What follows belongs to an exercise in optimizing a design on an open flow for small area; a production flow would make more cautious choices.
Where RTL was checked, it was by simulation tests only, not by an equivalence proof against the original.
The RTL of runs 1 to 3 was laid out without a check of its function.
Power is estimated from default activity; no workload was simulated.

==> flow/design.v <==
module vgaout
(
	input clk,
	input rst,       
	input en,        
	input en1,       
	input [31:0] rez1,
	input [31:0] rez2,
	input [15:0] freq,
	input [15:0] elapsed,
	input  [7:0] mark,
	output de,
	output hs,
	output vs,
	output first,    
	output pix,      
	output [1:0] row
);
reg [9:0] c, d;
function ge;    
	input [9:0] x;
	input [9:0] k;
	integer i;
	begin
		ge = 1'b1;
		for (i = 0; i < 10; i = i + 1)
			ge = k[i] ? (x[i] & ge) : (x[i] | ge);
	end
endfunction
function le;    
	input [9:0] x;
	input [9:0] k;
	integer i;
	begin
		le = 1'b1;
		for (i = 0; i < 10; i = i + 1)
			le = k[i] ? (~x[i] | le) : (~x[i] & le);
	end
endfunction
wire c_wrap = c[9] & c[8] & c[6] & c[5] & c[3];
wire d_wrap = d[9] & d[4] & d[3] & d[2];
wire nextline = (c == 10'd15);
wire c_load = rst | (en & c_wrap);
wire d_load = rst | (en & nextline & d_wrap);
wire [9:0] c_inc = c + {9'd0, en};
wire [9:0] d_inc = d + {9'd0, en & nextline};
always @(posedge clk) begin
	c <= c_load ? 10'd14 : c_inc;
	d <= d_load ? 10'd15 : d_inc;
end
assign hs = !(ge(c, 10'd15) && le(c, 10'd76));
assign vs = ge(d, 10'd16) && le(d, 10'd21);
assign de = ge(c, 10'd143) && le(c, 10'd862) && ge(d, 10'd46) && le(d, 10'd525);
assign first = (c == 10'd143);
assign row = d[8:7];
reg [31:0] rv;
wire ld = (c[9:7] == 3'b001) && (c[6:0] != 7'h7f) &&
          !(c[6:0] == 7'h7e && (en1 || en)) &&
          !(c[6:0] == 7'h7d && en1 && en);
wire [31:0] r3 = {elapsed, freq};
wire [31:0] src;
genvar i;
generate
	for (i = 0; i < 32; i = i + 1) begin : g_src
		if (i == 15) begin : g_h
			assign src[i] = d[8] ? (d[7] ? rez2[i] : rez1[i]) : mark[i/4];
		end else if (i >= 12 && i < 15) begin : g_hn
			assign src[i] = d[7] ? rez2[i] : rez1[i];
		end else if (i % 4 == 3) begin : g_m
			assign src[i] = d[8] ? (d[7] ? rez2[i] : rez1[i]) : (d[7] ? r3[i] : mark[i/4]);
		end else begin : g_n
			assign src[i] = d[8] ? (d[7] ? rez2[i] : rez1[i]) : r3[i];
		end
	end
endgenerate
always @(posedge clk)
	if (ld)
		rv <= src;
wire window = c[9] ^ c[8];
wire [2:0] digit = {c[9], c[7:6]};
wire [1:0] x = {c[5], c[4] | c[3]};
wire [2:0] y = {d[6:5], d[4] | d[3]};
reg [3:0] nib;
always @(*)
	case (digit)
	3'd0: nib = rv[31:28];
	3'd1: nib = rv[27:24];
	3'd2: nib = rv[23:20];
	3'd3: nib = rv[19:16];
	3'd4: nib = rv[15:12];
	3'd5: nib = rv[11:8];
	3'd6: nib = rv[7:4];
	default: nib = rv[3:0];
	endcase
wire rezpix;
hexnum digs
(
	.value(nib),
	.x(x),
	.y(y),
	.hide(d[8:7] == 2'b01 && digit == 3'd4),
	.image(rezpix)
);
wire mrow = ge(d, 10'd111) && le(d, 10'd118);
wire mpix = (x != 2'd3) && mrow && nib[3];
assign pix = window && (d[9:7] == 3'b000 ? mpix : (!d[9] && rezpix));
endmodule
module hexnum
(
	input  [3:0] value,
	input  [1:0] x,
	input  [2:0] y,
	input        hide,
	output image
);
reg [6:0] ss;
reg i;
always @(*) begin
	if(hide) ss = 7'b0000000;
	else
	case (value)   
	4'h0: ss = 7'b0111111;
	4'h1: ss = 7'b0000110;
	4'h2: ss = 7'b1011011;
	4'h3: ss = 7'b1001111;
	4'h4: ss = 7'b1100110;
	4'h5: ss = 7'b1101101;
	4'h6: ss = 7'b1111101;
	4'h7: ss = 7'b0000111;
	4'h8: ss = 7'b1111111;
	4'h9: ss = 7'b1101111;
	4'ha: ss = 7'b1110111;
	4'hb: ss = 7'b1111100;
	4'hc: ss = 7'b0111001;
	4'hd: ss = 7'b1011110;
	4'he: ss = 7'b1111001;
	4'hf: ss = 7'b1110001;
	endcase
end
always @(*) begin
	case (y)
	3'd0: case (x)
				2'd0: i = ss[0]|ss[5];
				2'd1: i = ss[0];
				2'd2: i = ss[0]|ss[1];
				default: i = 1'b0;
			endcase
	3'd1: case (x)
				2'd0: i = ss[5];
				2'd2: i = ss[1];
				default: i = 1'b0;
			endcase
	3'd2: case (x)
				2'd0: i = ss[5]|ss[4];
				2'd1: i = ss[6];
				2'd2: i = ss[1]|ss[2];
				default: i = 1'b0;
			endcase
	3'd3: case (x)
				2'd0: i = ss[4];
				2'd2: i = ss[2];
				default: i = 1'b0;
			endcase
	3'd4: case (x)
				2'd0: i = ss[3]|ss[4];
				2'd1: i = ss[3];
				2'd2: i = ss[3]|ss[2];
				default: i = 1'b0;
			endcase
	default: i = 1'b0;
	endcase
end
assign image = i;
endmodule
module tmds_encoder
(
	input clk,
	input rst,        
	input blank,
	input ff,         
	input f7,         
	output neg        
);
	reg [3:0] dc_bias;
	assign neg = dc_bias[3];
	always @(posedge clk)
		if (rst || blank)
			dc_bias <= 4'd0;
		else if (neg)
			dc_bias <= dc_bias + (ff ? 4'd3 : f7 ? 4'd2 : 4'd5);
		else
			dc_bias <= dc_bias - (f7 ? 4'd3 : 4'd4);
endmodule
module dvi_status
(
	input clk,               
	input rst,               
	input clk_en,            
	input [31:0] rez1,       
	input [31:0] rez2,       
	input [15:0] freq,       
	input [15:0] elapsed,    
	input  [7:0] mark,
	output [9:0] tmds_red,
	output [9:0] tmds_green,
	output [9:0] tmds_blue
);
	reg rst1, rst2, en1, en2;
	always @(posedge clk) begin
		rst1 <= rst;
		rst2 <= rst1;
		en1 <= clk_en;
		en2 <= en1;
	end
	wire de, hs, vs, first, pix;
	wire [1:0] row;
	vgaout showrez
	(
		.clk(clk),
		.rst(rst2),
		.en(en2),
		.en1(en1),
		.rez1(rez1),
		.rez2(rez2),
		.freq(freq),
		.elapsed(elapsed),
		.mark(mark),
		.de(de),
		.hs(hs),
		.vs(vs),
		.first(first),
		.pix(pix),
		.row(row)
	);
	wire r_ff = pix & row[0];
	wire g_ff = pix & ~(row[1] & row[0]);
	wire b_ff = pix & ~row[1] & ~row[0];
	wire b_7f = ~pix & ~first;
	wire blank = ~de;
	wire p_neg, z_neg, b_neg;
	tmds_encoder u21 (.clk(clk), .rst(rst2), .blank(blank), .ff(pix),  .f7(1'b0), .neg(p_neg));
	tmds_encoder u22 (.clk(clk), .rst(rst2), .blank(blank), .ff(1'b0), .f7(1'b0), .neg(z_neg));
	tmds_encoder u23 (.clk(clk), .rst(rst2), .blank(blank), .ff(b_ff), .f7(b_7f), .neg(b_neg));
	wire r_neg = row[0] ? p_neg : z_neg;
	wire g_neg = (row[1] & row[0]) ? z_neg : p_neg;
	wire k = rst2 | blank;
	assign tmds_red   = {k | (r_ff ^ r_neg), k | ~r_ff,
	                     ~k & r_neg, k | r_neg, ~k & r_neg, k | r_neg,
	                     ~k & r_neg, k | r_neg, ~k & r_neg, ~k & r_neg};
	assign tmds_green = {k | (g_ff ^ g_neg), k | ~g_ff,
	                     ~k & g_neg, k | g_neg, ~k & g_neg, k | g_neg,
	                     ~k & g_neg, k | g_neg, ~k & g_neg, ~k & g_neg};
	wire c0 = ~hs;                       
	wire c1 = ~vs;                       
	wire b_00 = ~b_ff & ~b_7f;
	wire b9 = blank ? ~(c1 ^ c0) : (b_neg ^ ~b_00);
	wire b8 = blank ? ~c0 : b_00;
	wire b7 = blank ? c0 : (b_neg ^ b_7f);
	wire bo = blank ? c0 : b_neg;        
	wire be = blank ? ~c0 : b_neg;       
	assign tmds_blue = {b9 | rst2, b8 | rst2, b7 & ~rst2, be | rst2, bo & ~rst2, be | rst2,
	                    bo & ~rst2, be | rst2, bo & ~rst2, bo & ~rst2};
endmodule
==> flow/flow/run.sh <==
#!/bin/bash
# Layout flow: the standard layout (standard.sh), with three changes:
#  - ports are buffered with the smallest buffer (buf_1) instead of the
#    resizer's default pick;
#  - right after floorplan, each combinational cell is set to the smallest
#    cell of the same function (repair_design sizes up again where needed);
#  - clock tree built from clkbuf_8 without dummy loads.
# Each step's full tool output goes to orfs/logs (ORFS's own logs); make's
# output goes to standard.log in this folder.
set -euo pipefail
here=$(cd "$(dirname "$0")" && pwd)
export BUFFER_PORTS_ARGS="-buffer_cell sky130_fd_sc_hd__buf_1"
export POST_FLOORPLAN_TCL="$here/downsize.tcl"
export CTS_ARGS="-sink_clustering_enable -sink_clustering_size 34 -sink_clustering_max_diameter 200 -buf_list sky130_fd_sc_hd__clkbuf_8 -dont_use_dummy_load -repair_clock_nets"
bash standard.sh > standard.log 2>&1
==> flow/flow/downsize.tcl <==
# Set every combinational cell to the smallest-area cell of the same
# function (same base name, other drive strength). Registers, clock cells,
# tie cells and physical cells are left as they are.
set n 0
foreach inst [get_cells *] {
  set master [get_property $inst ref_name]
  if {![regexp {^(sky130_fd_sc_hd__([a-z0-9]+))_([0-9]+)$} $master -> base short size]} { continue }
  if {[regexp {^(df|edf|sdf|sedf|dl|clk|conb|tap|fill|decap|diode|lpflow|probe)} $short]} { continue }
  set best ""
  set best_area 1e9
  foreach lc [get_lib_cells -quiet "*/${base}_*"] {
    set name [get_name $lc]
    if {![regexp "^${base}_\[0-9\]+\$" $name]} { continue }
    if {[get_property $lc dont_use]} { continue }
    set skip 0
    foreach pat $::env(DONT_USE_CELLS) { if {[string match $pat $name]} { set skip 1 } }
    if {$skip} { continue }
    set a [get_property $lc area]
    if {$a < $best_area} { set best_area $a; set best $lc }
  }
  if {$best ne "" && [get_name $best] ne $master} {
    replace_cell $inst $best
    incr n
  }
}
puts "downsize: replaced $n cells"
==> flow/standard.sh <==
#!/bin/bash
# synth_recipe.tcl (not shown) runs the flow's synth.tcl, then flattens the netlist and writes it again
# the make line also repeats each setting of config.mk as NAME=value (left out here)
make -C /OpenROAD-flow-scripts/flow DESIGN_CONFIG=/design/flow/config.mk WORK_HOME=/design/flow/orfs CLKGATE_MAP_FILE= SYNTH_SCRIPT=/design/flow/synth_recipe.tcl "${@:-finish}"
==> flow/config.mk <==
export PLATFORM = sky130hd
export DESIGN_NAME = dvi_status
export DESIGN_NICKNAME = dvi_status
export VERILOG_FILES = /design/flow/design.v
export SDC_FILE = /design/flow/constraint.sdc
export NUM_CORES = 4
export LEC_CHECK = 0
export CAP_MARGIN = 10
export CORE_MARGIN = 2
export CORE_UTILIZATION = 40
export CTS_BUF_LIST = sky130_fd_sc_hd__clkbuf_8
export PLACE_DENSITY = 0.6
export SLEW_MARGIN = 10
==> flow/constraint.sdc <==
create_clock -name core_clock -period 10.0 [get_ports {clk}]
set_input_delay 2.0000 -clock core_clock [delete_from_list [all_inputs] [get_ports {clk}]]
set_output_delay 2.0000 -clock core_clock [all_outputs]
set_load 0.01 [all_outputs]
==> impl_results.html, run 1 <==
<table>
<tr><th>Metric</th><th>Value</th></tr>
<tr><th colspan="2">Synthesis</th></tr>
<tr><td>Sequential cell area fraction in the yosys report</td><td>0.372</td></tr>
<tr><td>Async set-reset flop share out of synthesis</td><td>0</td></tr>
<tr><td>Warnings, synthesis</td><td>4</td></tr>
<tr><td>Yosys top cell area share</td><td>0.213</td></tr>
<tr><td>Synthesized instance count</td><td>480</td></tr>
<tr><td>Library cell with the largest summed area after synthesis</td><td>sky130_fd_sc_hd__edfxtp_1</td></tr>
<tr><td>Most area-consuming cells after synthesis</td><td>sky130_fd_sc_hd__edfxtp_1 (21%), sky130_fd_sc_hd__dfxtp_1 (16%), sky130_fd_sc_hd__mux2i_1 (7.1%)</td></tr>
<tr><td>Number of distinct library cells after synthesis</td><td>73</td></tr>
<tr><td>Summed instance area of the synthesized netlist</td><td>between 4000 and 5000 um2</td></tr>
<tr><td>Number of enable flip-flop cells after synthesis</td><td>32</td></tr>
<tr><td>Most used flip-flop cell after synthesis</td><td>sky130_fd_sc_hd__dfxtp_1</td></tr>
<tr><td>Average cell area after synthesis</td><td>around 9.4 um2</td></tr>
<tr><td>Number of nets produced by synthesis</td><td>~600</td></tr>
<tr><td>Synthesized flop and latch total</td><td>68</td></tr>
<tr><th colspan="2">Routing</th></tr>
<tr><td>Drc violations</td><td>0</td></tr>
<tr><td>Violation count after the first detailed-route iteration</td><td>around 260</td></tr>
<tr><td>Detail Route Antenna Nets</td><td>0</td></tr>
<tr><td>Total detailed-routing wirelength</td><td>slightly below 10000 um</td></tr>
<tr><td>Number of iterations in the first detailed-routing pass</td><td>5</td></tr>
<tr><td>Vias after detailed routing</td><td>3771</td></tr>
<tr><td>DR vias/cell</td><td>roughly 5.3</td></tr>
<tr><td>Post-DR wirelength/cell</td><td>13.9 um</td></tr>
<tr><th colspan="2">Worst hold path</th></tr>
<tr><td>Min-Delay Endpoint</td><td>rst2</td></tr>
<tr><td>Hold depth</td><td>0</td></tr>
<tr><td>Hold path startpoint</td><td>rst1</td></tr>
<tr><td>Worst min-delay path category</td><td>register to register</td></tr>
<tr><th colspan="2">Placed design</th></tr>
<tr><td>Number of port buffers</td><td>approximately 130</td></tr>
<tr><td>Weighted congestion at the end of routability-driven global placement</td><td>around 0.83</td></tr>
<tr><td>Total half-perimeter wirelength after legalization and detailed placement</td><td>~7400 um</td></tr>
<tr><th colspan="2">Clock tree</th></tr>
<tr><td>CTS max path bufs</td><td>2</td></tr>
<tr><td>Number of buffers added to fix hold violations after cts</td><td>0</td></tr>
<tr><td>Number of buffers added by the clock tree synthesis step</td><td>9</td></tr>
<tr><td>CTS sink cnt</td><td>around 70</td></tr>
<tr><td>Buffer count from post-CTS setup fixing</td><td>0</td></tr>
<tr><td>Depth of the CTS H-tree</td><td>3</td></tr>
<tr><td>Number of gates given a new drive strength after cts</td><td>0</td></tr>
<tr><td>Clock transition at the register clock pins on the worst setup and hold paths after CTS</td><td>0.07 ns</td></tr>
<tr><td>CTS tree</td><td>yes</td></tr>
<tr><td>Buffer type at the clock tree root</td><td>sky130_fd_sc_hd__clkbuf_8</td></tr>
<tr><td>Clock insertion delay at the later pin of the skew report</td><td>0.34 ns</td></tr>
<tr><th colspan="2">Power and ir drop</th></tr>
<tr><td>Relative contribution of the clock network to total power</td><td>0.320</td></tr>
<tr><td>Switching fraction of total power</td><td>0.241</td></tr>
<tr><td>Areal power density over the cells</td><td>~110 nW/um2</td></tr>
<tr><td>Worst ir drop on vdd</td><td>just under 40 uV</td></tr>
<tr><td>Logic gate share of total power</td><td>0.112</td></tr>
<tr><td>Pint</td><td>just over 0.4 mW</td></tr>
<tr><td>Leakage power of the design</td><td>about 1.6 nW</td></tr>
<tr><td>Reported net switching power</td><td>about 0.13 mW</td></tr>
<tr><td>Sequential power share</td><td>0.568</td></tr>
<tr><th colspan="2">Critical path</th></tr>
<tr><td>Worst reg2reg setup slack</td><td>around 4.8 ns</td></tr>
<tr><td>Worst path arrival time</td><td>~5.2 ns</td></tr>
<tr><td>Critical path cell sequence</td><td>inv_1 &gt; or4_1 &gt; a32oi_1 &gt; nor2_1 &gt; ha_1 &gt; a31oi_1 &gt; o311ai_0 &gt; o32ai_1 &gt; a211oi_1 &gt; o21ai_0 &gt; xor2_1 &gt; a211o_1 &gt; buf_1</td></tr>
<tr><td>Endpoint of the worst register-to-register path</td><td>u21.dc_bias[2]</td></tr>
<tr><td>Critical Path RT</td><td>8.00 ns</td></tr>
<tr><td>Max FO, Critical Path</td><td>25</td></tr>
<tr><td>Type of the setup path with the least slack</td><td>register to output pin</td></tr>
<tr><td>Startpoint type of the worst setup path</td><td>register</td></tr>
<tr><td>Startpoint of the worst register-to-register path</td><td>showrez.c[7]</td></tr>
<tr><td>Worst Reg2Reg Path Length in Cells</td><td>15</td></tr>
<tr><td>Crit end category</td><td>output pin</td></tr>
<tr><td>Crit-path max cell delay</td><td>between 0.9 and 1 ns</td></tr>
<tr><td>Slowest library cell on the worst path</td><td>sky130_fd_sc_hd__dfxtp_1</td></tr>
<tr><th colspan="2">Die</th></tr>
<tr><td>Row Count</td><td>38</td></tr>
<tr><td>Floorplan die width</td><td>~110 um</td></tr>
<tr><td>Initial core utilization</td><td>0.413</td></tr>
<tr><td>Count of boundary I/O pins</td><td>between 100 and 150</td></tr>
<tr><td>Placeable core area</td><td>about 11000 um2</td></tr>
<tr><td>Die ar.</td><td>12200 um2</td></tr>
<tr><td>Die extent in y</td><td>110 um</td></tr>
<tr><th colspan="2">Cells and area</th></tr>
<tr><td>Core Util, Final</td><td>0.453</td></tr>
<tr><td>Leading cell types in the layout, fill and taps excluded</td><td>sky130_fd_sc_hd__buf_1 (132), sky130_fd_sc_hd__nor2_1 (64), sky130_fd_sc_hd__a21oi_1 (34), sky130_fd_sc_hd__dfxtp_1 (34)</td></tr>
<tr><td>Antenna cell count</td><td>0</td></tr>
<tr><td>Most common cell after layout, fill and taps aside</td><td>sky130_fd_sc_hd__buf_1</td></tr>
<tr><td>Area growth from synthesis to final layout</td><td>9.56%</td></tr>
<tr><td>Final layout net count</td><td>698</td></tr>
<tr><td>Share of post-route cells with drive strength above 1</td><td>0.0366</td></tr>
<tr><th colspan="2">Global routing</th></tr>
<tr><td>Total congestion overflow</td><td>0</td></tr>
<tr><td>All-layer global routing usage</td><td>0.173</td></tr>
<tr><td>First-pass GRT wire length</td><td>around 16000 um</td></tr>
<tr><td>Via count of the first global-routing pass</td><td>between 3000 and 4000</td></tr>
<tr><td>Number of antenna violations at the first check in global routing</td><td>0</td></tr>
<tr><td>Largest net degree at the start of global routing</td><td>~60</td></tr>
<tr><th colspan="2">Timing</th></tr>
<tr><td>Total negative slack for setup checks</td><td>0 ns</td></tr>
<tr><td>WHS</td><td>0.347 ns</td></tr>
<tr><td>Post-layout min period</td><td>7.20 ns</td></tr>
<tr><td>Hold Fails Final Rpt</td><td>0</td></tr>
<tr><td>Share of the clock period used by the worst path</td><td>0.720</td></tr>
<tr><td>Final setup violation count</td><td>0</td></tr>
<tr><td>Maximum frequency from static timing analysis</td><td>between 100 and 150 MHz</td></tr>
<tr><td>Setup repair after global routing missed its margin</td><td>no</td></tr>
<tr><td>Transition time at the pin with the least slew margin</td><td>just over 1 ns</td></tr>
<tr><td>Final count of pins violating max slew</td><td>0</td></tr>
<tr><td>Largest clock skew in the final design</td><td>0.0160 ns</td></tr>
<tr><td>Remaining max-slew budget at the tightest pin</td><td>0.313</td></tr>
<tr><th colspan="2">Outcome</th></tr>
<tr><td>Result of the run</td><td>finished clean</td></tr>
<tr><th colspan="2">Job</th></tr>
<tr><td>Max capacitance violation total</td><td>0</td></tr>
</table>
[registers in the layout (all words and copies together) (netlist names)]
| register | cells |
|---|---|
| u21.dc_bias | 4 |
| showrez.rv | 32 |
| en1 | 1 |
| showrez.d | 10 |
| en2 | 1 |
| u23.dc_bias | 4 |
| u22.dc_bias | 4 |
| rst2 | 1 |
| showrez.c | 10 |
| rst1 | 1 |
[critical path: cells and delay by family (launching register included)]
family / cells / cell delay (ns)
compound gates: 7 / 2.39
buf+inv: 2 / 0.34
fa+ha+maj: 1 / 0.32
xor+xnor: 1 / 0.19
simple gates: 2 / 0.66
flops: 1 / 0.95
[cell usage after synthesis (3+ instances only)]
| master | n |
|---|---|
| sky130_fd_sc_hd__inv_2 | 3 |
| sky130_fd_sc_hd__buf_1 | 4 |
| sky130_fd_sc_hd__nand3b_1 | 3 |
| sky130_fd_sc_hd__clkbuf_1 | 21 |
| sky130_fd_sc_hd__edfxtp_1 | 32 |
| sky130_fd_sc_hd__nand3_1 | 17 |
| sky130_fd_sc_hd__nor2_1 | 63 |
| sky130_fd_sc_hd__mux4_2 | 7 |
| sky130_fd_sc_hd__and3_1 | 6 |
| sky130_fd_sc_hd__nand2b_1 | 4 |
| sky130_fd_sc_hd__a31oi_1 | 7 |
| sky130_fd_sc_hd__ha_1 | 15 |
| sky130_fd_sc_hd__mux2i_1 | 32 |
| sky130_fd_sc_hd__and2_1 | 3 |
| sky130_fd_sc_hd__xor2_1 | 8 |
| sky130_fd_sc_hd__a211o_1 | 3 |
| sky130_fd_sc_hd__buf_4 | 21 |
| sky130_fd_sc_hd__nand4_1 | 7 |
| sky130_fd_sc_hd__o211ai_1 | 4 |
| sky130_fd_sc_hd__mux2_2 | 3 |
| sky130_fd_sc_hd__xnor2_1 | 15 |
| sky130_fd_sc_hd__nor2b_1 | 6 |
| sky130_fd_sc_hd__dfxtp_1 | 36 |
| sky130_fd_sc_hd__or2_2 | 5 |
| sky130_fd_sc_hd__inv_1 | 13 |
| sky130_fd_sc_hd__o311ai_1 | 3 |
| sky130_fd_sc_hd__nor3_1 | 4 |
| sky130_fd_sc_hd__buf_2 | 3 |
| sky130_fd_sc_hd__nand2_1 | 24 |
| sky130_fd_sc_hd__o21ai_0 | 17 |
| sky130_fd_sc_hd__a21oi_1 | 33 |
| sky130_fd_sc_hd__a211oi_1 | 3 |
| sky130_fd_sc_hd__nor3b_1 | 5 |
[per-layer routing]
metal,part of all wire,routed length (um),global-route usage,vias up
met5,0,0,0,-
met1,0.46,4580,0.228,1732
met2,0.48,4780,0.283,116
met3,0.050,500,0.0429,6
li1,-,-,-,1917
met4,0.0092,91,0.0518,0
[power by group through the flow]
stage	combinational [mW]	sequential [mW]	clock, mW
global placement	0.0588	0.308	0
detailed placement	0.0601	0.308	0
global route	0.0685	0.304	0.189
CTS	0.0604	0.303	0.177
floorplan	0.0432	0.304	0
finish	0.0596	0.303	0.171
[cell families after synthesis]
logic type                 synth area share
muxes                                 0.113
and+or+nand+nor                       0.171
xor gates and xnor gates             0.0446
DFF                                   0.372
adders and majority gates            0.0485
buffers and inverters                0.0748
AOI/OAI and AO/OA                     0.175
[worst max path at each step]
stage	startpoint	end	slack, ns	depth (start not counted)
2_1_floorplan	showrez.c[9]	tmds_blue[9]	4.85	13
3_3_place_gp	showrez.c[7]	tmds_red[9]	3.40	13
3_5_place_dp	showrez.c[7]	tmds_green[9]	3.31	13
4_1_cts	showrez.c[7]	tmds_green[9]	2.88	13
5_1_grt	showrez.c[7]	tmds_green[9]	2.35	13
6_report	showrez.c[7]	tmds_green[9]	2.80	13
[cell type report]
cell class / instances / area [um2]
Clock buffer: 9 / 124
Timing Repair Buffer: 134 / 510
Sequential cell: 68 / 1680
Fill cell: 1118 / 5990
Inverter: 16 / 60.1
Tap cell: 140 / 175
Multi-Input combinational cell: 346 / 2390
[stage by stage]
| stage | worst slack [ns] | instances | area (um2) | power (mW) |
|---|---|---|---|---|
| after floorplan | 4.85 | 480 | 4520 | 0.347 |
| after global placement | 3.40 | 704 | 4820 | 0.367 |
| after detailed placement | 3.31 | 704 | 4820 | 0.369 |
| after CTS | 2.88 | 713 | 4950 | 0.540 |
| after global routing | 2.35 | 713 | 4950 | 0.561 |
| final | 2.80 | 713 | 4950 | 0.533 |
==> run 2, diff against run 1 <==
--- a/flow/design.v
+++ b/flow/design.v
@@ -181,15 +181,24 @@
 	input f7,         
 	output neg        
 );
-	reg [3:0] dc_bias;
-	assign neg = dc_bias[3];
+	reg [3:0] k;
+	assign neg = k[0];
+	reg [3:0] nxt;
+	always @(*)
+		case (k)
+		4'd0: nxt = f7 ? 4'd3 : 4'd1;
+		4'd1: nxt = ff ? 4'd7 : f7 ? 4'd5 : 4'd2;
+		4'd2: nxt = f7 ? 4'd5 : 4'd3;
+		4'd3: nxt = ff ? 4'd0 : f7 ? 4'd7 : 4'd4;
+		4'd4: nxt = f7 ? 4'd7 : 4'd5;
+		4'd5: nxt = ff ? 4'd2 : f7 ? 4'd0 : 4'd6;
+		4'd6: nxt = f7 ? 4'd0 : 4'd7;
+		4'd7: nxt = ff ? 4'd4 : f7 ? 4'd2 : 4'd8;
+		default: nxt = f7 ? 4'd2 : 4'd0;
+		endcase
 	always @(posedge clk)
-		if (rst || blank)
-			dc_bias <= 4'd0;
-		else if (neg)
-			dc_bias <= dc_bias + (ff ? 4'd3 : f7 ? 4'd2 : 4'd5);
-		else
-			dc_bias <= dc_bias - (f7 ? 4'd3 : 4'd4);
+		if (rst || blank) k <= 4'd0;
+		else k <= nxt;
 endmodule
 module dvi_status
 (
==> run 2 against run 1 <==
  * Still clean
  * Sequential power is essentially flat
  * Maximum frequency shrank 4.2%
  * Global-route usage grew 0.29 points
  * First-iteration DRC count shrank 2.0%
  * Final area grew 0.25%
  * Critical endpoint unchanged
==> impl_results.html, run 2 <==
<table>
<tr><th>Metric</th><th>Value</th></tr>
<tr><th colspan="2">Outcome</th></tr>
<tr><td>Result of the run</td><td>finished clean</td></tr>
<tr><th colspan="2">Power and ir drop</th></tr>
<tr><td>Switching fraction of total power</td><td>0.238</td></tr>
<tr><td>Sequential power share</td><td>0.572</td></tr>
<tr><td>Relative contribution of the clock network to total power</td><td>0.317</td></tr>
<tr><td>Leakage power of the design</td><td>around 1.6 nW</td></tr>
<tr><td>Pint</td><td>0.404 mW</td></tr>
<tr><td>Worst ir drop on vdd</td><td>approximately 49 uV</td></tr>
<tr><td>Areal power density over the cells</td><td>about 110 nW/um2</td></tr>
<tr><td>Reported net switching power</td><td>between 0.1 and 0.15 mW</td></tr>
<tr><td>Logic gate share of total power</td><td>0.111</td></tr>
<tr><td>Post-layout total power</td><td>0.531 mW</td></tr>
<tr><th colspan="2">Critical path</th></tr>
<tr><td>Worst path arrival time</td><td>5.52 ns</td></tr>
<tr><td>Crit. Startpoint</td><td>showrez.c[9]</td></tr>
<tr><td>Max FO, Critical Path</td><td>19</td></tr>
<tr><td>Critical Path RT</td><td>~8.0 ns</td></tr>
<tr><td>Type of the setup path with the least slack</td><td>register to output pin</td></tr>
<tr><td>Startpoint type of the worst setup path</td><td>register</td></tr>
<tr><td>Crit end category</td><td>output pin</td></tr>
<tr><td>Startpoint of the worst register-to-register path</td><td>showrez.c[9]</td></tr>
<tr><td>Worst reg2reg setup slack</td><td>roughly 5.0 ns</td></tr>
<tr><th colspan="2">Cells and area</th></tr>
<tr><td>Most common cell after layout, fill and taps aside</td><td>sky130_fd_sc_hd__buf_1</td></tr>
<tr><td>Finished Layout Cells</td><td>728</td></tr>
<tr><td>Post-Layout Inst Area</td><td>approximately 5000 um2</td></tr>
<tr><td>Leading cell types in the layout, fill and taps excluded</td><td>sky130_fd_sc_hd__buf_1 (132), sky130_fd_sc_hd__nor2_1 (58), sky130_fd_sc_hd__a21oi_1 (39), sky130_fd_sc_hd__dfxtp_1 (34), sky130_fd_sc_hd__edfxtp_1 (32)</td></tr>
<tr><td>Top register by number of flip-flops</td><td>showrez.rv</td></tr>
<tr><td>Final layout net count</td><td>slightly above 700</td></tr>
<tr><td>Area growth from synthesis to final layout</td><td>10.0%</td></tr>
<tr><td>Filler cell count in the final layout</td><td>between 1000 and 1500</td></tr>
<tr><td>Share of post-route cells with drive strength above 1</td><td>0.0374</td></tr>
<tr><td>Area used by sequential logic in the layout</td><td>about 1700 um2</td></tr>
<tr><td>Area occupied by multi-input gates</td><td>between 2000 and 2500 um2</td></tr>
<tr><td>Registers with the most flip-flops</td><td>showrez.rv x32, showrez.c x10, showrez.d x10</td></tr>
<tr><td>Max FFs per register</td><td>32</td></tr>
<tr><td>Antenna cell count</td><td>0</td></tr>
<tr><th colspan="2">Timing</th></tr>
<tr><td>Maximum frequency from static timing analysis</td><td>around 130 MHz</td></tr>
<tr><td>Share of the clock period used by the worst path</td><td>0.752</td></tr>
<tr><td>Post-layout min period</td><td>7.52 ns</td></tr>
<tr><td>Final count of pins violating max slew</td><td>0</td></tr>
<tr><td>Hold Fails Final Rpt</td><td>0</td></tr>
<tr><td>Setup repair after global routing missed its margin</td><td>no</td></tr>
<tr><td>Transition time at the pin with the least slew margin</td><td>1.22 ns</td></tr>
<tr><td>Final setup violation count</td><td>0</td></tr>
<tr><td>Largest clock skew in the final design</td><td>around 0.025 ns</td></tr>
<tr><td>Total negative slack for setup checks</td><td>0 ns</td></tr>
<tr><td>Remaining max-slew budget at the tightest pin</td><td>0.181</td></tr>
<tr><th colspan="2">Routing</th></tr>
<tr><td>Number of iterations in the first detailed-routing pass</td><td>4</td></tr>
<tr><td>Post-DR wirelength/cell</td><td>about 14 um</td></tr>
<tr><td>Total detailed-routing wirelength</td><td>between 10000 and 15000 um</td></tr>
<tr><td>Drc violations</td><td>0</td></tr>
<tr><td>Vias after detailed routing</td><td>3945</td></tr>
<tr><td>Violation count after the first detailed-route iteration</td><td>between 200 and 300</td></tr>
<tr><td>Detail Route Antenna Nets</td><td>0</td></tr>
<tr><td>DR vias/cell</td><td>about 5.4</td></tr>
<tr><th colspan="2">Synthesis</th></tr>
<tr><td>Synthesized instance count</td><td>approximately 500</td></tr>
<tr><td>Library cell with the largest summed area after synthesis</td><td>sky130_fd_sc_hd__edfxtp_1</td></tr>
<tr><td>Most frequently used cell type in the post-synthesis netlist</td><td>sky130_fd_sc_hd__nor2_1</td></tr>
<tr><td>Synthesized flop and latch total</td><td>68</td></tr>
<tr><td>Yosys top cell area share</td><td>0.213</td></tr>
<tr><td>Most area-consuming cells after synthesis</td><td>sky130_fd_sc_hd__edfxtp_1 (21%), sky130_fd_sc_hd__dfxtp_1 (16%), sky130_fd_sc_hd__mux2i_1 (6.7%)</td></tr>
<tr><td>Sequential cell area fraction in the yosys report</td><td>0.373</td></tr>
<tr><td>Warnings, synthesis</td><td>4</td></tr>
<tr><td>Most used flip-flop cell after synthesis</td><td>sky130_fd_sc_hd__dfxtp_1</td></tr>
<tr><td>Average cell area after synthesis</td><td>approximately 9 um2</td></tr>
<tr><td>Summed instance area of the synthesized netlist</td><td>approximately 4500 um2</td></tr>
<tr><td>Number of distinct library cells after synthesis</td><td>68</td></tr>
<tr><td>Number of enable flip-flop cells after synthesis</td><td>32</td></tr>
<tr><td>Leading post-synthesis cells by instance count</td><td>sky130_fd_sc_hd__nor2_1 (58), sky130_fd_sc_hd__a21oi_1 (40), sky130_fd_sc_hd__dfxtp_1 (36)</td></tr>
<tr><td>Number of nets produced by synthesis</td><td>roughly 600</td></tr>
<tr><td>Async set-reset flop share out of synthesis</td><td>0</td></tr>
<tr><th colspan="2">Placed design</th></tr>
<tr><td>Total half-perimeter wirelength after legalization and detailed placement</td><td>7740 um</td></tr>
<tr><td>Placed standard-cell area</td><td>about 4800 um2</td></tr>
<tr><td>Number of port buffers</td><td>132</td></tr>
<tr><td>Cell Count Post-Placement</td><td>719</td></tr>
<tr><td>Weighted congestion at the end of routability-driven global placement</td><td>roughly 0.84</td></tr>
<tr><th colspan="2">Die</th></tr>
<tr><td>Count of boundary I/O pins</td><td>137</td></tr>
<tr><td>Initial core utilization</td><td>0.412</td></tr>
<tr><td>Die extent in y</td><td>between 100 and 150 um</td></tr>
<tr><td>Floorplan die width</td><td>between 100 and 150 um</td></tr>
<tr><td>Placeable core area</td><td>roughly 11000 um2</td></tr>
<tr><td>Die ar.</td><td>between 10000 and 15000 um2</td></tr>
<tr><td>Row Count</td><td>38</td></tr>
<tr><th colspan="2">Global routing</th></tr>
<tr><td>Met2 Track Usage GR</td><td>0.301</td></tr>
<tr><td>First-pass GRT wire length</td><td>16900 um</td></tr>
<tr><td>GR met3 Demand/Resource</td><td>0.0394</td></tr>
<tr><td>Total congestion overflow</td><td>0</td></tr>
<tr><td>Most utilized layer in the global route result</td><td>met2</td></tr>
<tr><td>All-layer global routing usage</td><td>0.176</td></tr>
<tr><td>Largest net degree at the start of global routing</td><td>a little over 60</td></tr>
<tr><td>Via count of the first global-routing pass</td><td>~3700</td></tr>
<tr><td>Number of antenna violations at the first check in global routing</td><td>0</td></tr>
<tr><td>GR met1 Demand/Resource</td><td>0.226</td></tr>
<tr><th colspan="2">Clock tree</th></tr>
<tr><td>CTS sink cnt</td><td>68</td></tr>
<tr><td>Depth of the CTS H-tree</td><td>3</td></tr>
<tr><td>Clock insertion delay at the later pin of the skew report</td><td>0.34 ns</td></tr>
<tr><td>Number of buffers added by the clock tree synthesis step</td><td>9</td></tr>
<tr><td>Number of buffers added to fix hold violations after cts</td><td>0</td></tr>
<tr><td>CTS tree</td><td>yes</td></tr>
<tr><td>Clock transition at the register clock pins on the worst setup and hold paths after CTS</td><td>approximately 0.070 ns</td></tr>
<tr><td>Number of gates given a new drive strength after cts</td><td>0</td></tr>
<tr><td>Buffer count from post-CTS setup fixing</td><td>0</td></tr>
<tr><td>CTS max path bufs</td><td>2</td></tr>
<tr><td>Buffer type at the clock tree root</td><td>sky130_fd_sc_hd__clkbuf_8</td></tr>
<tr><th colspan="2">Job</th></tr>
<tr><td>Max capacitance violation total</td><td>0</td></tr>
<tr><th colspan="2">Worst hold path</th></tr>
<tr><td>Hold path startpoint</td><td>rst1</td></tr>
<tr><td>Worst min-delay path category</td><td>register to register</td></tr>
</table>
-- run 2: cell count changes after synthesis, moves of 5 or more --
cell                       previous run  this run
sky130_fd_sc_hd__nand3_1             17        27
sky130_fd_sc_hd__nor3b_1              5         0
sky130_fd_sc_hd__o21ai_1              2         7
sky130_fd_sc_hd__o21ai_0             17        12
sky130_fd_sc_hd__nand2b_1             4        10
sky130_fd_sc_hd__nor3_1               4        19
sky130_fd_sc_hd__ha_1                15         8
sky130_fd_sc_hd__nand2_1             24        31
sky130_fd_sc_hd__a21oi_1             33        40
sky130_fd_sc_hd__nor2_1              63        58
-- run 2: final cells by class --
class                      count  share of cell area
clock buffer                   9              0.0250
inverter                      15              0.0139
multi-input combinational    362               0.483
sequential                    68               0.339
tap                          140              0.0353
timing repair buffer         134               0.103
-- run 2: final timing paths --
check | endpoint | cells past startpoint
max | tmds_green[9] | 13
min | rst2 | 0
max reg2reg | u21.k[3] | 12
min reg2reg | rst2 | 0
-- run 2: power by group through the flow --
stage	registers [mW]	clock network, mW	logic, mW
after CTS	0.303	0.175	0.0597
final	0.303	0.168	0.0590
after global routing	0.304	0.185	0.0681
after floorplan	0.305	0	0.0412
after detailed placement	0.309	0	0.0594
after global placement	0.309	0	0.0580
-- run 2: through the flow --
step | setup slack (ns) | hold WS, ns | utilization
CTS | 2.51 | 0.336 | 0.454
finish | 2.48 | 0.332 | 0.454
global route | 2.01 | 0.339 | 0.454
detailed placement | 2.90 | 0.320 | 0.442
floorplan | 4.69 | 0.310 | -
global placement | 2.98 | 0.311 | 0.442
-- run 2: cells by family after synthesis --
family / count (synthesis) / share of synthesized area
compound gates: 106 / 0.163
xor+xnor: 21 / 0.0408
fa+ha+maj: 8 / 0.0222
buf+inv: 69 / 0.0830
flops: 68 / 0.373
mux: 46 / 0.127
simple gates: 181 / 0.192
-- run 2: critical path: stages, from the launching register on --
cell,delay [ns]
sky130_fd_sc_hd__dfxtp_1,0.84
sky130_fd_sc_hd__mux2_1,0.39
sky130_fd_sc_hd__o221a_1,0.23
sky130_fd_sc_hd__o32ai_1,0.57
sky130_fd_sc_hd__inv_1,0.34
sky130_fd_sc_hd__ha_1,0.29
sky130_fd_sc_hd__and2_0,0.14
sky130_fd_sc_hd__o31ai_1,0.39
sky130_fd_sc_hd__nand2_1,0.09
sky130_fd_sc_hd__o31a_1,0.33
sky130_fd_sc_hd__o21ai_0,0.60
sky130_fd_sc_hd__o21ai_0,0.46
sky130_fd_sc_hd__o2111ai_1,0.33
sky130_fd_sc_hd__buf_1,0.18
-- run 2: metal layers --
metal,vias to the layer above,part of all wire
met1,1820,0.44
met5,-,0
met2,141,0.49
met3,7,0.058
met4,0,0.010
li1,1977,-
==> run 3, diff against run 2 <==
--- a/flow/design.v
+++ b/flow/design.v
@@ -172,7 +172,60 @@
 end
 assign image = i;
 endmodule
-module tmds_encoder
+module tmds_bias_p
+(
+	input clk,
+	input rst,        
+	input blank,
+	input ff,         
+	output neg        
+);
+	reg [3:0] k;
+	assign neg = k[0];
+	reg [3:0] nxt;
+	always @(*)
+		case (k)
+		4'd0: nxt = 4'd1;
+		4'd1: nxt = ff ? 4'd7 : 4'd2;
+		4'd2: nxt = 4'd3;
+		4'd3: nxt = ff ? 4'd0 : 4'd4;
+		4'd4: nxt = 4'd5;
+		4'd5: nxt = ff ? 4'd2 : 4'd6;
+		4'd6: nxt = 4'd7;
+		4'd7: nxt = ff ? 4'd4 : 4'd8;
+		default: nxt = 4'd0;
+		endcase
+	always @(posedge clk)
+		if (rst || blank) k <= 4'd0;
+		else k <= nxt;
+endmodule
+module tmds_bias_z
+(
+	input clk,
+	input rst,        
+	input blank,
+	output neg        
+);
+	reg [3:0] k;
+	assign neg = k[0];
+	reg [3:0] nxt;
+	always @(*)
+		case (k)
+		4'd0: nxt = 4'd1;
+		4'd1: nxt = 4'd2;
+		4'd2: nxt = 4'd3;
+		4'd3: nxt = 4'd4;
+		4'd4: nxt = 4'd5;
+		4'd5: nxt = 4'd6;
+		4'd6: nxt = 4'd7;
+		4'd7: nxt = 4'd8;
+		default: nxt = 4'd0;
+		endcase
+	always @(posedge clk)
+		if (rst || blank) k <= 4'd0;
+		else k <= nxt;
+endmodule
+module tmds_bias_b
 (
 	input clk,
 	input rst,        
@@ -247,9 +300,9 @@
 	wire b_7f = ~pix & ~first;
 	wire blank = ~de;
 	wire p_neg, z_neg, b_neg;
-	tmds_encoder u21 (.clk(clk), .rst(rst2), .blank(blank), .ff(pix),  .f7(1'b0), .neg(p_neg));
-	tmds_encoder u22 (.clk(clk), .rst(rst2), .blank(blank), .ff(1'b0), .f7(1'b0), .neg(z_neg));
-	tmds_encoder u23 (.clk(clk), .rst(rst2), .blank(blank), .ff(b_ff), .f7(b_7f), .neg(b_neg));
+	tmds_bias_p u21 (.clk(clk), .rst(rst2), .blank(blank), .ff(pix), .neg(p_neg));
+	tmds_bias_z u22 (.clk(clk), .rst(rst2), .blank(blank), .neg(z_neg));
+	tmds_bias_b u23 (.clk(clk), .rst(rst2), .blank(blank), .ff(b_ff), .f7(b_7f), .neg(b_neg));
 	wire r_neg = row[0] ? p_neg : z_neg;
 	wire g_neg = (row[1] & row[0]) ? z_neg : p_neg;
 	wire k = rst2 | blank;
==> run 3 against run 2 <==
  * Clock power barely moved
  * Largest cell class unchanged
  * Worst setup slack improved by 1.0 ns
  * Critical endpoint is now tmds_red[9]
  * First-iteration DRC count fell by 2.0%
  * Routed wire length fell by 6.7%
  * Synthesized cell count fell by 5.6%
  * Register-to-register slack improved by 0.99 ns
  * Synthesized area fell by 2.1%
  * Die area fell by 2.0%
  * Worst hold slack improved by 0.0092 ns
  * Still clean on timing, DRC and antenna
  * Clock skew rose by 0.0040 ns
==> impl_results.html, run 3 <==
<table>
<tr><th>Metric</th><th>Value</th></tr>
<tr><th colspan="2">Synthesis</th></tr>
<tr><td>Most frequently used cell type in the post-synthesis netlist</td><td>sky130_fd_sc_hd__nor2_1</td></tr>
<tr><td>Synthesized flop and latch total</td><td>68</td></tr>
<tr><td>Warnings, synthesis</td><td>6</td></tr>
<tr><td>Average cell area after synthesis</td><td>~9.4 um2</td></tr>
<tr><td>Sequential cell area fraction in the yosys report</td><td>0.381</td></tr>
<tr><td>Most area-consuming cells after synthesis</td><td>sky130_fd_sc_hd__edfxtp_1 (22%), sky130_fd_sc_hd__dfxtp_1 (16%), sky130_fd_sc_hd__mux2i_1 (5.9%)</td></tr>
<tr><td>Most used flip-flop cell after synthesis</td><td>sky130_fd_sc_hd__dfxtp_1</td></tr>
<tr><td>Number of nets produced by synthesis</td><td>588</td></tr>
<tr><td>Async set-reset flop share out of synthesis</td><td>0</td></tr>
<tr><td>Summed instance area of the synthesized netlist</td><td>4420 um2</td></tr>
<tr><td>Leading post-synthesis cells by instance count</td><td>sky130_fd_sc_hd__nor2_1 (55), sky130_fd_sc_hd__dfxtp_1 (36), sky130_fd_sc_hd__a21oi_1 (35)</td></tr>
<tr><td>Number of distinct library cells after synthesis</td><td>slightly above 70</td></tr>
<tr><td>Synthesized instance count</td><td>approximately 470</td></tr>
<tr><td>Number of enable flip-flop cells after synthesis</td><td>32</td></tr>
<tr><td>Library cell with the largest summed area after synthesis</td><td>sky130_fd_sc_hd__edfxtp_1</td></tr>
<tr><td>Yosys top cell area share</td><td>0.218</td></tr>
<tr><th colspan="2">Timing</th></tr>
<tr><td>Largest clock skew in the final design</td><td>0.0293 ns</td></tr>
<tr><td>Remaining max-slew budget at the tightest pin</td><td>0.324</td></tr>
<tr><td>Transition time at the pin with the least slew margin</td><td>roughly 1.0 ns</td></tr>
<tr><td>Maximum frequency from static timing analysis</td><td>about 150 MHz</td></tr>
<tr><td>Share of the clock period used by the worst path</td><td>0.652</td></tr>
<tr><td>Final setup violation count</td><td>0</td></tr>
<tr><td>Post-layout min period</td><td>approximately 6.5 ns</td></tr>
<tr><td>Final count of pins violating max slew</td><td>0</td></tr>
<tr><td>Setup repair after global routing missed its margin</td><td>no</td></tr>
<tr><td>Total negative slack for setup checks</td><td>0 ns</td></tr>
<tr><td>Hold Fails Final Rpt</td><td>0</td></tr>
<tr><th colspan="2">Cells and area</th></tr>
<tr><td>Area used by sequential logic in the layout</td><td>roughly 1700 um2</td></tr>
<tr><td>Area occupied by multi-input gates</td><td>~2300 um2</td></tr>
<tr><td>Final layout net count</td><td>between 600 and 700</td></tr>
<tr><td>Core Util, Final</td><td>0.452</td></tr>
<tr><td>Registers with the most flip-flops</td><td>showrez.rv x32, showrez.c x10, showrez.d x10</td></tr>
<tr><td>Leading cell types in the layout, fill and taps excluded</td><td>sky130_fd_sc_hd__buf_1 (132), sky130_fd_sc_hd__nor2_1 (55), sky130_fd_sc_hd__a21oi_1 (35), sky130_fd_sc_hd__dfxtp_1 (34), sky130_fd_sc_hd__edfxtp_1 (32)</td></tr>
<tr><td>Post-Layout Inst Area</td><td>between 4000 and 5000 um2</td></tr>
<tr><td>Area growth from synthesis to final layout</td><td>10.6%</td></tr>
<tr><td>Filler cell count in the final layout</td><td>approximately 1100</td></tr>
<tr><td>Max FFs per register</td><td>32</td></tr>
<tr><td>Share of post-route cells with drive strength above 1</td><td>0.0390</td></tr>
<tr><td>Most common cell after layout, fill and taps aside</td><td>sky130_fd_sc_hd__buf_1</td></tr>
<tr><td>Top register by number of flip-flops</td><td>showrez.rv</td></tr>
<tr><td>Antenna cell count</td><td>0</td></tr>
<tr><th colspan="2">Clock tree</th></tr>
<tr><td>Depth of the CTS H-tree</td><td>3</td></tr>
<tr><td>Clock insertion delay at the later pin of the skew report</td><td>0.34 ns</td></tr>
<tr><td>CTS max path bufs</td><td>2</td></tr>
<tr><td>Clock transition at the register clock pins on the worst setup and hold paths after CTS</td><td>approximately 0.070 ns</td></tr>
<tr><td>Buffer count from post-CTS setup fixing</td><td>0</td></tr>
<tr><td>CTS sink cnt</td><td>68</td></tr>
<tr><td>Buffer type at the clock tree root</td><td>sky130_fd_sc_hd__clkbuf_8</td></tr>
<tr><td>Number of buffers added by the clock tree synthesis step</td><td>9</td></tr>
<tr><td>Number of gates given a new drive strength after cts</td><td>0</td></tr>
<tr><td>CTS tree</td><td>yes</td></tr>
<tr><td>Number of buffers added to fix hold violations after cts</td><td>0</td></tr>
<tr><th colspan="2">Global routing</th></tr>
<tr><td>Total congestion overflow</td><td>0</td></tr>
<tr><td>GR met3 Demand/Resource</td><td>0.0359</td></tr>
<tr><td>Via count of the first global-routing pass</td><td>around 3500</td></tr>
<tr><td>Number of antenna violations at the first check in global routing</td><td>0</td></tr>
<tr><td>Most utilized layer in the global route result</td><td>met2</td></tr>
<tr><td>GR met1 Demand/Resource</td><td>0.217</td></tr>
<tr><td>First-pass GRT wire length</td><td>about 16000 um</td></tr>
<tr><td>All-layer global routing usage</td><td>0.171</td></tr>
<tr><td>Met2 Track Usage GR</td><td>0.293</td></tr>
<tr><td>Largest net degree at the start of global routing</td><td>about 60</td></tr>
<tr><th colspan="2">Die</th></tr>
<tr><td>Die extent in y</td><td>~110 um</td></tr>
<tr><td>Floorplan die width</td><td>approximately 110 um</td></tr>
<tr><td>Row Count</td><td>38</td></tr>
<tr><td>Die ar.</td><td>roughly 12000 um2</td></tr>
<tr><td>Count of boundary I/O pins</td><td>between 100 and 150</td></tr>
<tr><td>Placeable core area</td><td>about 11000 um2</td></tr>
<tr><td>Initial core utilization</td><td>0.409</td></tr>
<tr><th colspan="2">Worst hold path</th></tr>
<tr><td>Worst min-delay path category</td><td>register to register</td></tr>
<tr><th colspan="2">Critical path</th></tr>
<tr><td>Crit end category</td><td>output pin</td></tr>
<tr><td>Critical Path RT</td><td>approximately 8.0 ns</td></tr>
<tr><td>Worst path arrival time</td><td>4.52 ns</td></tr>
<tr><td>Startpoint type of the worst setup path</td><td>register</td></tr>
<tr><td>Type of the setup path with the least slack</td><td>register to output pin</td></tr>
<tr><td>Slowest library cell on the worst path</td><td>sky130_fd_sc_hd__dfxtp_1</td></tr>
<tr><td>Crit-path max cell delay</td><td>approximately 0.87 ns</td></tr>
<tr><td>Max FO, Critical Path</td><td>24</td></tr>
<tr><td>Critical path cell sequence</td><td>mux2_1 &gt; a22oi_1 &gt; o22a_1 &gt; inv_1 &gt; ha_1 &gt; nand3_1 &gt; o311a_1 &gt; o41ai_1 &gt; a31oi_1 &gt; o22ai_1 &gt; nand2_1 &gt; xor2_1 &gt; a211o_1 &gt; buf_1</td></tr>
<tr><th colspan="2">Placed design</th></tr>
<tr><td>Weighted congestion at the end of routability-driven global placement</td><td>~0.84</td></tr>
<tr><td>Placed standard-cell area</td><td>4760 um2</td></tr>
<tr><td>Total half-perimeter wirelength after legalization and detailed placement</td><td>7160 um</td></tr>
<tr><td>Number of port buffers</td><td>roughly 130</td></tr>
<tr><th colspan="2">Routing</th></tr>
<tr><td>Vias after detailed routing</td><td>between 3000 and 4000</td></tr>
<tr><td>Number of iterations in the first detailed-routing pass</td><td>5</td></tr>
<tr><td>Drc violations</td><td>0</td></tr>
<tr><td>Post-DR wirelength/cell</td><td>roughly 14 um</td></tr>
<tr><td>Total detailed-routing wirelength</td><td>between 9000 and 10000 um</td></tr>
<tr><td>DR vias/cell</td><td>~5.3</td></tr>
<tr><td>Violation count after the first detailed-route iteration</td><td>around 250</td></tr>
<tr><td>Detail Route Antenna Nets</td><td>0</td></tr>
<tr><th colspan="2">Power and ir drop</th></tr>
<tr><td>Worst ir drop on vdd</td><td>about 55 uV</td></tr>
<tr><td>Leakage power of the design</td><td>about 1.6 nW</td></tr>
<tr><td>Areal power density over the cells</td><td>about 110 nW/um2</td></tr>
<tr><th colspan="2">Outcome</th></tr>
<tr><td>Result of the run</td><td>finished clean</td></tr>
<tr><th colspan="2">Job</th></tr>
<tr><td>Max capacitance violation total</td><td>0</td></tr>
</table>
run 3: worst paths after layout:
path / slack (ns) / from / endpoint / cells past startpoint
max: 3.48 / showrez.c[7] / tmds_red[9] / 14
min: 0.34 / rst1 / rst2 / 0
max reg2reg: 5.96 / showrez.c[7] / u23.k[2] / 13
min reg2reg: 0.34 / rst1 / rst2 / 0
run 3: through the flow:
stage	cells	total power [mW]	setup WS, ns	hold slack [ns]
finish	704	0.528	3.48	0.342
global route	704	0.556	3.00	0.357
CTS	704	0.535	3.47	0.339
detailed placement	695	0.368	3.88	0.314
global placement	695	0.366	3.96	0.312
floorplan	471	0.347	5.02	0.310
run 3: cell families after synthesis:
kind of cell | count (synthesis) | synth area share
compound gates | 100 | 0.158
xor+xnor | 22 | 0.0436
fa+ha+maj | 10 | 0.0283
buf+inv | 63 | 0.0771
flops | 68 | 0.381
mux | 42 | 0.120
simple gates | 166 | 0.192
run 3: where the power goes:
group	leakage, nW	internal (mW)	switching (mW)
Combinational	0.992	0.0290	0.0291
Sequential	0.581	0.296	0.00777
Clock	0.0647	0.0800	0.0868
Total	1.64	0.405	0.124
run 3: critical path, delay by kind of cell, from the launching register on:
family / cells / cell delay (ns)
buffers and inverters: 2 / 0.32
and+or+nand+nor: 2 / 0.30
AOI/OAI and AO/OA: 7 / 1.75
xor gates and xnor gates: 1 / 0.22
DFF: 1 / 0.87
muxes: 1 / 0.40
adders and majority gates: 1 / 0.32
run 3: layout make-up:
cell class / instances / area share
inverter: 13 / 0.00999
tap: 140 / 0.0359
multi-input combinational: 340 / 0.479
timing repair buffer: 134 / 0.105
clock buffer: 9 / 0.0254
sequential: 68 / 0.345
run 3: per-layer routing:
layer / part of all wire / up-vias
met4: 0.012 / 0
met1: 0.45 / 1705
li1: - / 1885
met2: 0.49 / 106
met5: 0 / -
met3: 0.048 / 11
==> run 4, diff against run 3 <==
--- a/flow/design.v
+++ b/flow/design.v
@@ -17,6 +17,19 @@
 	output [1:0] row
 );
 reg [9:0] c, d;
+function [9:0] inc;
+	input [9:0] x;
+	input ci;
+	integer i;
+	reg cy;
+	begin
+		cy = ci;
+		for (i = 0; i < 10; i = i + 1) begin
+			inc[i] = x[i] ^ cy;
+			cy = cy & x[i];
+		end
+	end
+endfunction
 function ge;    
 	input [9:0] x;
 	input [9:0] k;
@@ -42,8 +55,8 @@
 wire nextline = (c == 10'd15);
 wire c_load = rst | (en & c_wrap);
 wire d_load = rst | (en & nextline & d_wrap);
-wire [9:0] c_inc = c + {9'd0, en};
-wire [9:0] d_inc = d + {9'd0, en & nextline};
+wire [9:0] c_inc = inc(c, en);
+wire [9:0] d_inc = inc(d, en & nextline);
 always @(posedge clk) begin
 	c <= c_load ? 10'd14 : c_inc;
 	d <= d_load ? 10'd15 : d_inc;
==> run 4 against run 3 <==
  * Final cell count fell by 3.4%
  * Routed wire length fell by 3.0%
  * Die area fell by 1.7%
  * First-iteration DRC count fell by 30%
  * Combinational power fell by 3.4%
  * Worst setup slack got worse by 0.86 ns
  * Worst hold slack improved by 0.0094 ns
  * Synthesized cell count fell by 5.9%
==> impl_results.html, run 4 <==
<table>
<tr><th>Metric</th><th>Value</th></tr>
<tr><th colspan="2">Clock tree</th></tr>
<tr><td>Number of buffers added by the clock tree synthesis step</td><td>9</td></tr>
<tr><td>CTS tree</td><td>yes</td></tr>
<tr><td>Depth of the CTS H-tree</td><td>3</td></tr>
<tr><td>CTS sink cnt</td><td>68</td></tr>
<tr><td>Buffer type at the clock tree root</td><td>sky130_fd_sc_hd__clkbuf_8</td></tr>
<tr><td>Clock insertion delay at the later pin of the skew report</td><td>0.34 ns</td></tr>
<tr><td>Number of gates given a new drive strength after cts</td><td>0</td></tr>
<tr><td>CTS max path bufs</td><td>2</td></tr>
<tr><td>Number of buffers added to fix hold violations after cts</td><td>0</td></tr>
<tr><td>Buffer count from post-CTS setup fixing</td><td>0</td></tr>
<tr><td>Clock transition at the register clock pins on the worst setup and hold paths after CTS</td><td>0.07 ns</td></tr>
<tr><th colspan="2">Synthesis</th></tr>
<tr><td>Sequential cell area fraction in the yosys report</td><td>0.388</td></tr>
<tr><td>Library cell with the largest summed area after synthesis</td><td>sky130_fd_sc_hd__edfxtp_1</td></tr>
<tr><td>Most frequently used cell type in the post-synthesis netlist</td><td>sky130_fd_sc_hd__nor2_1</td></tr>
<tr><td>Number of distinct library cells after synthesis</td><td>between 50 and 60</td></tr>
<tr><td>Warnings, synthesis</td><td>6</td></tr>
<tr><td>Synthesized instance count</td><td>between 400 and 500</td></tr>
<tr><td>Async set-reset flop share out of synthesis</td><td>0</td></tr>
<tr><td>Average cell area after synthesis</td><td>9.79 um2</td></tr>
<tr><td>Synthesized flop and latch total</td><td>between 60 and 70</td></tr>
<tr><td>Number of nets produced by synthesis</td><td>roughly 570</td></tr>
<tr><td>Leading post-synthesis cells by instance count</td><td>sky130_fd_sc_hd__nor2_1 (50), sky130_fd_sc_hd__dfxtp_1 (36), sky130_fd_sc_hd__mux2i_1 (36)</td></tr>
<tr><td>Summed instance area of the synthesized netlist</td><td>approximately 4300 um2</td></tr>
<tr><td>Most used flip-flop cell after synthesis</td><td>sky130_fd_sc_hd__dfxtp_1</td></tr>
<tr><td>Most area-consuming cells after synthesis</td><td>sky130_fd_sc_hd__edfxtp_1 (22%), sky130_fd_sc_hd__dfxtp_1 (17%), sky130_fd_sc_hd__mux2i_1 (8.3%)</td></tr>
<tr><td>Number of enable flip-flop cells after synthesis</td><td>32</td></tr>
<tr><td>Yosys top cell area share</td><td>0.222</td></tr>
<tr><th colspan="2">Routing</th></tr>
<tr><td>Post-DR wirelength/cell</td><td>approximately 14 um</td></tr>
<tr><td>DR vias/cell</td><td>5.25</td></tr>
<tr><td>Wire length on met3</td><td>443 um</td></tr>
<tr><td>Drc violations</td><td>0</td></tr>
<tr><td>Detailed-route wire length on metal 1</td><td>4080 um</td></tr>
<tr><td>Total detailed-routing wirelength</td><td>roughly 9300 um</td></tr>
<tr><td>Uppermost routed layer</td><td>met4</td></tr>
<tr><td>Vias after detailed routing</td><td>approximately 3600</td></tr>
<tr><td>Detail Route Antenna Nets</td><td>0</td></tr>
<tr><td>Violation count after the first detailed-route iteration</td><td>between 150 and 200</td></tr>
<tr><td>Amount of wire on met2 after detailed routing</td><td>roughly 4700 um</td></tr>
<tr><td>Number of iterations in the first detailed-routing pass</td><td>4</td></tr>
<tr><th colspan="2">Placed design</th></tr>
<tr><td>Total half-perimeter wirelength after legalization and detailed placement</td><td>between 6000 and 7000 um</td></tr>
<tr><td>Weighted congestion at the end of routability-driven global placement</td><td>0.891</td></tr>
<tr><td>Number of port buffers</td><td>around 130</td></tr>
<tr><th colspan="2">Timing</th></tr>
<tr><td>Maximum frequency from static timing analysis</td><td>135 MHz</td></tr>
<tr><td>Transition time at the pin with the least slew margin</td><td>roughly 1.0 ns</td></tr>
<tr><td>Setup repair after global routing missed its margin</td><td>no</td></tr>
<tr><td>WHS</td><td>approximately 0.35 ns</td></tr>
<tr><td>Remaining max-slew budget at the tightest pin</td><td>0.301</td></tr>
<tr><td>Largest clock skew in the final design</td><td>roughly 0.020 ns</td></tr>
<tr><td>Total negative slack for setup checks</td><td>0 ns</td></tr>
<tr><td>Post-layout min period</td><td>around 7.4 ns</td></tr>
<tr><td>Final setup violation count</td><td>0</td></tr>
<tr><td>Share of the clock period used by the worst path</td><td>0.738</td></tr>
<tr><td>Hold Fails Final Rpt</td><td>0</td></tr>
<tr><td>Final count of pins violating max slew</td><td>0</td></tr>
<tr><th colspan="2">Cells and area</th></tr>
<tr><td>Most common cell after layout, fill and taps aside</td><td>sky130_fd_sc_hd__buf_1</td></tr>
<tr><td>Max FFs per register</td><td>32</td></tr>
<tr><td>Leading cell types in the layout, fill and taps excluded</td><td>sky130_fd_sc_hd__buf_1 (132), sky130_fd_sc_hd__nor2_1 (51), sky130_fd_sc_hd__mux2i_1 (36), sky130_fd_sc_hd__a21oi_1 (36), sky130_fd_sc_hd__dfxtp_1 (34)</td></tr>
<tr><td>Share of post-route cells with drive strength above 1</td><td>0.0407</td></tr>
<tr><td>Registers with the most flip-flops</td><td>showrez.rv x32, showrez.c x10, showrez.d x10</td></tr>
<tr><td>Area growth from synthesis to final layout</td><td>11.1%</td></tr>
<tr><td>Top register by number of flip-flops</td><td>showrez.rv</td></tr>
<tr><td>Core Util, Final</td><td>0.451</td></tr>
<tr><td>Final layout net count</td><td>673</td></tr>
<tr><td>Filler cell count in the final layout</td><td>approximately 1100</td></tr>
<tr><td>Antenna cell count</td><td>0</td></tr>
<tr><th colspan="2">Die</th></tr>
<tr><td>Die extent in y</td><td>108 um</td></tr>
<tr><td>Count of boundary I/O pins</td><td>between 100 and 150</td></tr>
<tr><td>Floorplan die width</td><td>between 100 and 150 um</td></tr>
<tr><td>Die ar.</td><td>11700 um2</td></tr>
<tr><td>Initial core utilization</td><td>0.405</td></tr>
<tr><td>Row Count</td><td>38</td></tr>
<tr><td>Placeable core area</td><td>between 10000 and 15000 um2</td></tr>
<tr><th colspan="2">Critical path</th></tr>
<tr><td>Crit. Startpoint</td><td>showrez.c[9]</td></tr>
<tr><td>Max FO, Critical Path</td><td>25</td></tr>
<tr><td>Startpoint type of the worst setup path</td><td>register</td></tr>
<tr><td>Critical path cell sequence</td><td>mux2i_1 &gt; mux4_2 &gt; nor2_1 &gt; inv_1 &gt; ha_1 &gt; a211oi_1 &gt; a2111oi_0 &gt; o41ai_1 &gt; a21oi_1 &gt; a311oi_1 &gt; nand2_1 &gt; nor4bb_1 &gt; or3_1 &gt; buf_1</td></tr>
<tr><td>Type of the setup path with the least slack</td><td>register to output pin</td></tr>
<tr><td>Startpoint of the worst register-to-register path</td><td>showrez.c[9]</td></tr>
<tr><td>Crit end category</td><td>output pin</td></tr>
<tr><td>Worst path arrival time</td><td>between 5 and 6 ns</td></tr>
<tr><td>Critical Path RT</td><td>roughly 8 ns</td></tr>
<tr><td>Slowest library cell on the worst path</td><td>sky130_fd_sc_hd__dfxtp_1</td></tr>
<tr><td>Crit-path max cell delay</td><td>0.99 ns</td></tr>
<tr><th colspan="2">Worst hold path</th></tr>
<tr><td>Hold path startpoint</td><td>rst1</td></tr>
<tr><td>Worst min-delay path category</td><td>register to register</td></tr>
<tr><th colspan="2">Power and ir drop</th></tr>
<tr><td>Leakage power of the design</td><td>~1.7 nW</td></tr>
<tr><td>Worst ir drop on vdd</td><td>55.2 uV</td></tr>
<tr><td>Post-layout total power</td><td>0.528 mW</td></tr>
<tr><td>Areal power density over the cells</td><td>110 nW/um2</td></tr>
<tr><th colspan="2">Global routing</th></tr>
<tr><td>Number of antenna violations at the first check in global routing</td><td>0</td></tr>
<tr><td>Largest net degree at the start of global routing</td><td>60</td></tr>
<tr><td>First-pass GRT wire length</td><td>between 15000 and 20000 um</td></tr>
<tr><td>All-layer global routing usage</td><td>0.168</td></tr>
<tr><td>Total congestion overflow</td><td>0</td></tr>
<tr><td>Via count of the first global-routing pass</td><td>roughly 3400</td></tr>
<tr><th colspan="2">Outcome</th></tr>
<tr><td>Result of the run</td><td>finished clean</td></tr>
<tr><th colspan="2">Job</th></tr>
<tr><td>Max capacitance violation total</td><td>0</td></tr>
</table>
[run 4: layer usage]
metal / global-route usage / vias up
met5: 0 / -
met4: 0.0412 / 0
met3: 0.0338 / 8
met2: 0.304 / 104
met1: 0.205 / 1651
li1: - / 1808
[run 4: per-stage QoR]
| stage | area (um2) | instances | worst slack [ns] |
|---|---|---|---|
| detailed placement | 4700 | 671 | 2.97 |
| global placement | 4700 | 671 | 3.09 |
| floorplan | 4340 | 443 | 4.71 |
| finish | 4820 | 680 | 2.62 |
| global route | 4820 | 680 | 2.15 |
| CTS | 4820 | 680 | 2.61 |
[run 4: cells by family (layout without fill, tap and decap cells)]
logic type               Yosys count  in the layout  share of synthesized area
AO/OA/AOI/OAI                     87             87                      0.137
XOR/XNOR                           8              8                     0.0162
multiplexers                      48             48                      0.138
AND/OR/NAND/NOR                  153            153                      0.181
adder cells (fa/ha/maj)           24             24                     0.0692
flip-flops                        68             68                      0.388
buffers and inverters             55            152                     0.0712
[run 4: final timing paths]
| check | end | slack, ns | cells past startpoint |
|---|---|---|---|
| worst max-delay path | tmds_blue[7] | 2.62 | 14 |
| worst min-delay path | rst2 | 0.35 | 0 |
| worst max register to register | u23.k[2] | 5.13 | 13 |
| worst min register to register | rst2 | 0.35 | 0 |
[run 4: worst max-delay path: cells and delay by family (launching register included)]
kind | cells | cell delay, ns
AOI/OAI and AO/OA | 5 | 1.49
adders and majority gates | 1 | 0.26
and+or+nand+nor | 4 | 1.28
buffers and inverters | 2 | 0.34
muxes | 2 | 0.67
DFF | 1 | 0.99
[run 4: report_power, final]
| group | total, mW | switching, mW | internal (mW) | leakage, nW |
|---|---|---|---|---|
| Sequential | 0.303 | 0.00773 | 0.296 | 0.581 |
| Combinational | 0.0560 | 0.0281 | 0.0279 | 1.02 |
| Clock | 0.169 | 0.0888 | 0.0802 | 0.0647 |
| Total | 0.528 | 0.125 | 0.404 | 1.66 |
[run 4: area by class of cell]
| type | instances | area, um2 | area share |
|---|---|---|---|
| clock buffers | 9 | 124 | 0.0257 |
| repair buffers | 133 | 503 | 0.104 |
| well taps | 140 | 175 | 0.0363 |
| flip-flops and latches | 68 | 1680 | 0.349 |
| inverters | 10 | 37.5 | 0.00779 |
| multi-input cells | 320 | 2300 | 0.476 |

==> port drivers added, routing unchanged <==
No port has a modelled driver above. Below, the same layouts with a new extraction and two added sets of constraints. Step 1: set_driving_cell puts a clkbuf_16 on clk and a buf_2 on each other input, an assumption about the parent block. Step 2 times the ports against the registers' clock, not the clock port: input delays grow and output delays shrink by t, the midpoint of the rising clock arrivals with the driver on. Slacks: no drivers / after step 1 / after step 2; pairs: no drivers / after step 1.
run | t (ns) | setup WS [ns] | worst slew at a driven data input, ns | cell pins on the clock port's net
run 1 | 0.370 | 2.801 / 2.769 / 3.140 | 0.04 | 1
run 2 | 0.361 | 2.482 / 2.449 / 2.810 | 0.04 | 1
run 3 | 0.361 | 3.480 / 3.446 / 3.807 | 0.04 | 1
run 4 | 0.362 | 2.619 / 2.587 / 2.949 | 0.05 | 1
After both steps setup and hold are still met in every run listed.
